From an optimization exercise on the open Yosys and OpenROAD flow, aimed at small area and a short achievable clock period; shortcuts taken in it are not production practice.
At most, simulation tests tie the RTL to the original design; equivalence was not proved.
Power figures rest on the tool's default switching activity, not on a simulated workload.

Setup of rev 12:
==> flow/design.v (excerpt) <==
module mac(A, B, C, D, clk, reset, Acc);
  input [7:0] A, B, C, D;
  input clk, reset;
  output [31:0] Acc;
  reg [31:0] R;
  reg [1:0] V;
  reg [8:0] W;
  wire p_A0B0 = ~(A[0] & B[0]);
  wire p_A0B1 = ~(A[0] & B[1]);
  wire p_A0B2 = ~(A[0] & B[2]);
  wire p_A0B3 = ~(A[0] & B[3]);
  wire p_A0B4 = ~(A[0] & B[4]);
  wire p_A0B5 = ~(A[0] & B[5]);
  wire p_A0B6 = ~(A[0] & B[6]);
  wire p_A0B7 = ~(A[0] & B[7]);
  wire p_A1B0 = ~(A[1] & B[0]);
  wire p_A1B1 = ~(A[1] & B[1]);
  wire p_A1B2 = ~(A[1] & B[2]);
  wire p_A1B3 = ~(A[1] & B[3]);
  wire p_A1B4 = ~(A[1] & B[4]);
  wire p_A1B5 = ~(A[1] & B[5]);
  wire p_A1B6 = ~(A[1] & B[6]);
  wire p_A1B7 = ~(A[1] & B[7]);
  wire p_A2B0 = ~(A[2] & B[0]);
  wire p_A2B1 = ~(A[2] & B[1]);
  wire p_A2B2 = ~(A[2] & B[2]);
  wire p_A2B3 = ~(A[2] & B[3]);
  wire p_A2B4 = ~(A[2] & B[4]);
  wire p_A2B5 = ~(A[2] & B[5]);
  wire p_A2B6 = ~(A[2] & B[6]);
  wire p_A2B7 = ~(A[2] & B[7]);
  wire p_A3B0 = ~(A[3] & B[0]);
  wire p_A3B1 = ~(A[3] & B[1]);
  wire p_A3B2 = ~(A[3] & B[2]);
  wire p_A3B3 = ~(A[3] & B[3]);
  wire p_A3B4 = ~(A[3] & B[4]);
  wire p_A3B5 = ~(A[3] & B[5]);
  wire p_A3B6 = ~(A[3] & B[6]);
  wire p_A3B7 = ~(A[3] & B[7]);
  wire p_A4B0 = ~(A[4] & B[0]);
  wire p_A4B1 = ~(A[4] & B[1]);
  wire p_A4B2 = ~(A[4] & B[2]);
  wire p_A4B3 = ~(A[4] & B[3]);
  wire p_A4B4 = ~(A[4] & B[4]);
  wire p_A4B5 = ~(A[4] & B[5]);
  wire p_A4B6 = ~(A[4] & B[6]);
  wire p_A4B7 = ~(A[4] & B[7]);
  wire p_A5B0 = ~(A[5] & B[0]);
  wire p_A5B1 = ~(A[5] & B[1]);
  wire p_A5B2 = ~(A[5] & B[2]);
  wire p_A5B3 = ~(A[5] & B[3]);
  wire p_A5B4 = ~(A[5] & B[4]);
  wire p_A5B5 = ~(A[5] & B[5]);
  wire p_A5B6 = ~(A[5] & B[6]);
  wire p_A5B7 = ~(A[5] & B[7]);
  wire p_A6B0 = ~(A[6] & B[0]);
  wire p_A6B1 = ~(A[6] & B[1]);
  wire p_A6B2 = ~(A[6] & B[2]);
  wire p_A6B3 = ~(A[6] & B[3]);
  wire p_A6B4 = ~(A[6] & B[4]);
  wire p_A6B5 = ~(A[6] & B[5]);
  wire p_A6B6 = ~(A[6] & B[6]);
  wire p_A6B7 = ~(A[6] & B[7]);
  wire p_A7B0 = ~(A[7] & B[0]);
  wire p_A7B1 = ~(A[7] & B[1]);
  wire p_A7B2 = ~(A[7] & B[2]);
  wire p_A7B3 = ~(A[7] & B[3]);
  wire p_A7B4 = ~(A[7] & B[4]);
  wire p_A7B5 = ~(A[7] & B[5]);
  wire p_A7B6 = ~(A[7] & B[6]);
  wire p_A7B7 = ~(A[7] & B[7]);
  wire p_C0D0 = ~(C[0] & D[0]);
  wire p_C0D1 = ~(C[0] & D[1]);
  wire p_C0D2 = ~(C[0] & D[2]);
  wire p_C0D3 = ~(C[0] & D[3]);
  wire p_C0D4 = ~(C[0] & D[4]);
  ...
Size in the first run: about 500 cells after synthesis, ~43 flip-flops, ~66 I/O pins.
export LEC_CHECK = 0
export CAP_MARGIN = 20
export CORE_MARGIN = 2
export CORE_UTILIZATION = 60
export SETUP_SLACK_MARGIN = 1.5
export SLEW_MARGIN = 20
export SYNTH_HIERARCHICAL = 1
create_clock -name core_clock -period 6.5 [get_ports {clk}]
standard.sh (not shown) runs the stock make flow with config.mk's settings and CLKGATE_MAP_FILE= SYNTH_SCRIPT=/design/flow/synth_recipe.tcl, a recipe that flattens the netlist after the stock synthesis.
==> flow/flow/run.sh <==
#!/bin/bash
# Standard ORFS flow (the standard.sh), with the port buffers made of
# sky130_fd_sc_hd__buf_2 instead of buffer_ports' default cell.
set -o pipefail
export BUFFER_PORTS_ARGS="-buffer_cell sky130_fd_sc_hd__buf_2"
bash standard.sh finish 2>&1 | tee standard_flow.log
## Diff of input files: rev 13 against rev 12
--- a/flow/design.v
+++ b/flow/design.v
@@ -359,19 +359,18 @@
   mac_fa u_s50 (c31, c32, c33, s50, c50);
   mac_fa u_s51 (c34, c35, ~s44, s51, c51);
   mac_fa u_s52 (s45, s46, s47, s52, c52);
   mac_x3 u_s53 (s48, s49, c36, s53);
   mac_mj u_c53 (s48, s49, c36, c53);
   mac_x3 u_s54 (c38, c37, s50, s54);
   mac_mj u_c54 (c38, c37, s50, c54);
   mac_fa u_s55 (s51, s52, s53, s55, c55);
-  mac_x3 u_s56 (s54, c39, c40, s56);
-  mac_mj u_c56 (s54, c39, c40, c56);
-  mac_fa u_s57 (s55, s56, c41, s57, c57);
+  mac_fa u_s56 (s54, c39, c40, s56, c56);
+  mac_fa u_s57 (s55, c41, s56, s57, c57);
   mac_xor u_s58 (c42, s57, s58);
   assign c58 = ~c42 & ~s57;
   mac_fa u_s59 (R[8], W[1], p_A1B7, s59, c59);
   mac_fa u_s60 (p_A2B6, p_A3B5, p_A4B4, s60, c60);
   mac_fa u_s61 (p_A5B3, p_A6B2, p_A7B1, s61, c61);
   mac_fa u_s62 (p_C1D7, p_C2D6, p_C3D5, s62, c62);
   mac_fa u_s63 (p_C4D4, p_C5D3, p_C6D2, s63, c63);
   mac_fa u_s64 (p_C7D1, c45, c46, s64, c64);
@@ -409,20 +408,19 @@
   mac_x3 u_s92 (c75, c76, c77, s92);
   mac_mj u_c92 (c75, c76, c77, c92);
   mac_fa u_s93 (s88, s89, ~c74, s93, c93);
   mac_fa u_s94 (s90, s91, c78, s94, c94);
   mac_x3 u_s95 (s92, c79, c80, s95);
   mac_mj u_c95 (s92, c79, c80, c95);
   mac_fa u_s96 (s93, c81, s94, s96, c96);
   mac_fa u_s97 (s95, c82, c83, s97, c97);
-  mac_x3 u_s98 (s96, c84, s97, s98);
-  mac_mj u_c98 (s96, c84, s97, c98);
-  mac_x3 u_s99 (c85, s98, c86, s99);
-  mac_mj u_c99 (c85, s98, c86, c99);
+  mac_fa u_s98 (s96, c84, s97, s98, c98);
+  mac_x3 u_s99 (c85, c86, s98, s99);
+  mac_mj u_c99 (c85, c86, s98, c99);
   mac_fa u_s100 (R[11], W[4], p_A4B7, s100, c100);
   mac_fa u_s101 (p_A5B6, p_A6B5, p_A7B4, s101, c101);
   mac_fa u_s102 (p_C4D7, p_C5D6, p_C6D5, s102, c102);
   mac_fa u_s103 (p_C7D4, c88, c89, s103, c103);
   mac_fa u_s104 (c90, c91, s100, s104, c104);
   mac_fa u_s105 (s101, s102, c92, s105, c105);
   mac_fa u_s106 (s103, c93, s104, s106, c106);
   mac_fa u_s107 (s105, c94, c95, s107, c107);
@@ -456,18 +454,17 @@
   mac_fa u_s132 (~c131, s1, s2, s132, c132);
   mac_fa u_s133 (~s6, s5, c132, s133, c133);
   mac_fa u_s134 (~s12, s11, c133, s134, c134);
   mac_fa u_s135 (~s20, s19, c134, s135, c135);
   mac_x3 u_s136 (s30, s29, c135, s136);
   mac_mj u_c136 (s30, s29, c135, c136);
   mac_xor u_s137 (s130, c129, s137);
   assign c137 = ~s130 & ~c129;
-  mac_x3 u_s138 (R[17], c130, c137, s138);
-  mac_mj u_c138 (R[17], c130, c137, c138);
+  mac_fa u_s138 (R[17], c130, c137, s138, c138);
   mac_xor u_s139 (R[18], c138, s139);
   assign c139 = R[18] & c138;
   mac_xor u_s140 (R[19], c139, s140);
   assign c140 = R[19] & c139;
   mac_xor u_s141 (R[20], V[1], s141);
   assign c141 = R[20] & V[1];
   mac_xor u_s142 (R[21], c141, s142);
   assign c142 = R[21] & c141;
--- outcome ---
Looking at the reports, rev 13 completed the entire flow and the layout it produced met the timing, DRC and antenna checks.
The setup slack of rev 13 is smaller than that of rev 12.
Filler-free cell count of the finished design (rev 13 vs. rev 12) decreases slightly
On share of the final layout cell area in multi-input gates, rev 13 tracks rev 12 almost exactly.
When rev 13 is set beside rev 12, its fraction of final layout cells with drive strength greater than 1 turns out to be 0.63 points smaller.
Rev 13 vs. rev 12: final critical delay including setup and external delays saw an increase, area overhead of the layout relative to synthesis down 0.19 points, number of global-route vias before repair comparable, y dimension of the die fell by 0.39 µm.
Summary: final cell area excluding filler cells, rev 13 better than rev 12
Higher part of the total power dissipated in the clock network was reported by rev 12, not rev 13.
No functional check of the RTL was part of rev 12.


the previous run:
mac, a different RTL version from the one above (not shown whole).
For scale: roughly 530 cells after synthesis, roughly 43 flip-flops, roughly 66 I/O pins, about 0.0058 mm^2 of cells after synthesis.
clock: 6.5 ns
lec_check: 0
cap_margin: 20
core_margin: 2
core_utilization: 60
setup_slack_margin: 1.5
slew_margin: 20
synth_hierarchical: 1
Scripts as last shown in full above: flow/flow/run.sh
Input changes introduced in the current run (baseline for comparison: the previous run):
-- flow/design.v --
<<< the previous run, line 303
  assign c0 = R[0] & (A[0] & B[0]);
  mac_fa u_s1 (R[1], p_A0B1, p_A1B0, s1, c1);
  mac_x3 u_s2 (p_C0D1, p_C1D0, ~c0, s2);
  mac_mj u_c2 (p_C0D1, p_C1D0, ~c0, c2);
  mac_fa u_s3 (R[2], p_A0B2, p_A1B1, s3, c3);
  mac_fa u_s4 (p_A2B0, p_C0D2, p_C1D1, s4, c4);
>>> the current run, line 303
  assign c0 = R[0] & (A[0] & B[0]);
  mac_fa u_s1 (R[1], p_A0B1, p_A1B0, s1, c1);
  mac_fa u_s2 (p_C0D1, p_C1D0, ~c0, s2, c2);
  mac_fa u_s3 (R[2], p_A0B2, p_A1B1, s3, c3);
  mac_fa u_s4 (p_A2B0, p_C0D2, p_C1D1, s4, c4);
<<< the previous run, line 333
  mac_fa u_s26 (c15, s21, s22, s26, c26);
  mac_fa u_s27 (s23, s24, c16, s27, c27);
  mac_x3 u_s28 (c17, s25, s26, s28);
  mac_mj u_c28 (c17, s25, s26, c28);
  mac_fa u_s29 (s27, c18, s28, s29, c29);
  mac_xor u_s30 (c20, c19, s30);
>>> the current run, line 332
  mac_fa u_s26 (c15, s21, s22, s26, c26);
  mac_fa u_s27 (s23, s24, c16, s27, c27);
  mac_fa u_s28 (c17, s25, s26, s28, c28);
  mac_fa u_s29 (s27, c18, s28, s29, c29);
  mac_xor u_s30 (c20, c19, s30);
<<< the previous run, line 349
  mac_fa u_s39 (s35, c25, s36, s39, c39);
  mac_fa u_s40 (c26, s38, s37, s40, c40);
  mac_fa u_s41 (c27, c28, s39, s41, c41);
  mac_fa u_s42 (s40, c29, ~c30, s42, c42);
  mac_xor u_s43 (s41, s42, s43);
  assign c43 = ~s41 & ~s42;
>>> the current run, line 347
  mac_fa u_s39 (s35, c25, s36, s39, c39);
  mac_fa u_s40 (c26, s38, s37, s40, c40);
  mac_fa u_s41 (c27, s39, c28, s41, c41);
  mac_fa u_s42 (s40, ~c30, c29, s42, c42);
  mac_xor u_s43 (s41, s42, s43);
  assign c43 = ~s41 & ~s42;
<<< the previous run, line 367
  mac_mj u_c54 (c38, c37, s50, c54);
  mac_fa u_s55 (s51, s52, s53, s55, c55);
  mac_x3 u_s56 (s54, c39, c40, s56);
  mac_mj u_c56 (s54, c39, c40, c56);
  mac_fa u_s57 (s55, s56, c41, s57, c57);
  mac_xor u_s58 (c42, s57, s58);
  assign c58 = ~c42 & ~s57;
>>> the current run, line 365
  mac_mj u_c54 (c38, c37, s50, c54);
  mac_fa u_s55 (s51, s52, s53, s55, c55);
  mac_fa u_s56 (s54, c39, c40, s56, c56);
  mac_fa u_s57 (s55, c41, s56, s57, c57);
  mac_xor u_s58 (c42, s57, s58);
  assign c58 = ~c42 & ~s57;
<<< the previous run, line 417
  mac_fa u_s96 (s93, c81, s94, s96, c96);
  mac_fa u_s97 (s95, c82, c83, s97, c97);
  mac_x3 u_s98 (s96, c84, s97, s98);
  mac_mj u_c98 (s96, c84, s97, c98);
  mac_x3 u_s99 (c85, s98, c86, s99);
  mac_mj u_c99 (c85, s98, c86, c99);
  mac_fa u_s100 (R[11], W[4], p_A4B7, s100, c100);
  mac_fa u_s101 (p_A5B6, p_A6B5, p_A7B4, s101, c101);
>>> the current run, line 414
  mac_fa u_s96 (s93, c81, s94, s96, c96);
  mac_fa u_s97 (s95, c82, c83, s97, c97);
  mac_fa u_s98 (s96, c84, s97, s98, c98);
  mac_x3 u_s99 (c85, c86, s98, s99);
  mac_mj u_c99 (c85, c86, s98, c99);
  mac_fa u_s100 (R[11], W[4], p_A4B7, s100, c100);
  mac_fa u_s101 (p_A5B6, p_A6B5, p_A7B4, s101, c101);
<<< the previous run, line 429
  mac_fa u_s106 (s103, c93, s104, s106, c106);
  mac_fa u_s107 (s105, c94, c95, s107, c107);
  mac_x3 u_s108 (s106, c96, s107, s108);
  mac_mj u_c108 (s106, c96, s107, c108);
  mac_x3 u_s109 (c97, s108, c98, s109);
  mac_mj u_c109 (c97, s108, c98, c109);
>>> the current run, line 425
  mac_fa u_s106 (s103, c93, s104, s106, c106);
  mac_fa u_s107 (s105, c94, c95, s107, c107);
  mac_fa u_s108 (s106, c96, s107, s108, c108);
  mac_x3 u_s109 (c97, s108, c98, s109);
  mac_mj u_c109 (c97, s108, c98, c109);
<<< the previous run, line 457
  mac_xor u_s131 (p_C0D0, s0, s131);
  assign c131 = (C[0] & D[0]) & ~s0;
  mac_fa u_s132 (~c131, s2, s1, s132, c132);
  mac_fa u_s133 (~s6, c132, s5, s133, c133);
  mac_fa u_s134 (s11, ~s12, c133, s134, c134);
  mac_fa u_s135 (~s20, s19, c134, s135, c135);
  mac_x3 u_s136 (s30, s29, c135, s136);
>>> the current run, line 452
  mac_xor u_s131 (p_C0D0, s0, s131);
  assign c131 = (C[0] & D[0]) & ~s0;
  mac_fa u_s132 (~c131, s1, s2, s132, c132);
  mac_fa u_s133 (~s6, s5, c132, s133, c133);
  mac_fa u_s134 (~s12, s11, c133, s134, c134);
  mac_fa u_s135 (~s20, s19, c134, s135, c135);
  mac_x3 u_s136 (s30, s29, c135, s136);
<<< the previous run, line 465
  mac_xor u_s137 (s130, c129, s137);
  assign c137 = ~s130 & ~c129;
  mac_x3 u_s138 (R[17], c130, c137, s138);
  mac_mj u_c138 (R[17], c130, c137, c138);
  mac_xor u_s139 (R[18], c138, s139);
  assign c139 = R[18] & c138;
>>> the current run, line 460
  mac_xor u_s137 (s130, c129, s137);
  assign c137 = ~s130 & ~c129;
  mac_fa u_s138 (R[17], c130, c137, s138, c138);
  mac_xor u_s139 (R[18], c138, s139);
  assign c139 = R[18] & c138;
==> run summary <==
Delta(internal power component, the current run - the previous run) < 0. Total power: the current run lower than the previous run. In the current run, the switching share of total power came out 0.84 points above the value in the previous run. Cmp the previous run and the current run / proportion of synthesized chip area in sequential cells / higher: the current run. Comparing the previous run with the current run, the net count of the finished layout came out essentially unchanged. As far as detailed-placement wirelength estimate is concerned, the previous run and the current run perform about the same. Compared with the previous run, the current run shows a power share of the clock group that is 1.0 points higher. Cmp the previous run and the current run / total routing usage reported by global routing / lower: the previous run. Compared with the previous run, in the current run area used by multi-input combinational logic -90 um^2; final cell count -25; setup slack -0.085 ns. Sequential cell area share in the current run is 0.29 points higher than in the previous run. Compared with the previous run, the current run shows a tightest hold margin that is 0.012 ns higher. In the flow results for the previous run and the current run, the sequential group share of total power is smaller on the previous run.
No run of this note included a check of the RTL's function; only the layout flow was run.

## re-timing with driven ports
How much do the figures lean on ideal ports? The routed layouts below were timed once more, with nothing changed but the port constraints. Step 1 (the two cells are an assumption about what drives the block):
set clk [get_ports {clk}]
set_driving_cell -lib_cell sky130_fd_sc_hd__clkbuf_16 $clk
set_driving_cell -lib_cell sky130_fd_sc_hd__buf_2 [delete_from_list [all_inputs] $clk]
Step 2 moves the port delays by t, midway between the first and last clock arrival at a register: inputs arrive t later, outputs are due t later. That takes back most of the time a late clock gives input paths. Three values: no drivers, after step 1, after step 2; two values: the first two.
run | shift t [ns] | slack for setup (ns) | hold WS [ns] | worst setup path after step 2 | worst slew at a driven data input, ns
rev 12 | 0.331 | 2.252 / 2.219 / 1.987 | 0.489 / 0.489 / 0.489 | input to register | 0.04
rev 13 | 0.327 | 2.234 / 2.201 / 1.941 | 0.486 / 0.486 / 0.486 | input to register | 0.03
the previous run | 0.331 | 2.340 / 2.341 / 2.010 | 0.466 / 0.466 / 0.466 | input to register | 0.03
the current run | 0.340 | 2.255 / 2.263 / 1.923 | 0.477 / 0.477 / 0.477 | input to register | 0.03
After both steps every run listed still meets setup and hold. The setup slack of the current run, which loses most, moves by +0.008 ns with the drivers and by -0.332 ns with both steps.
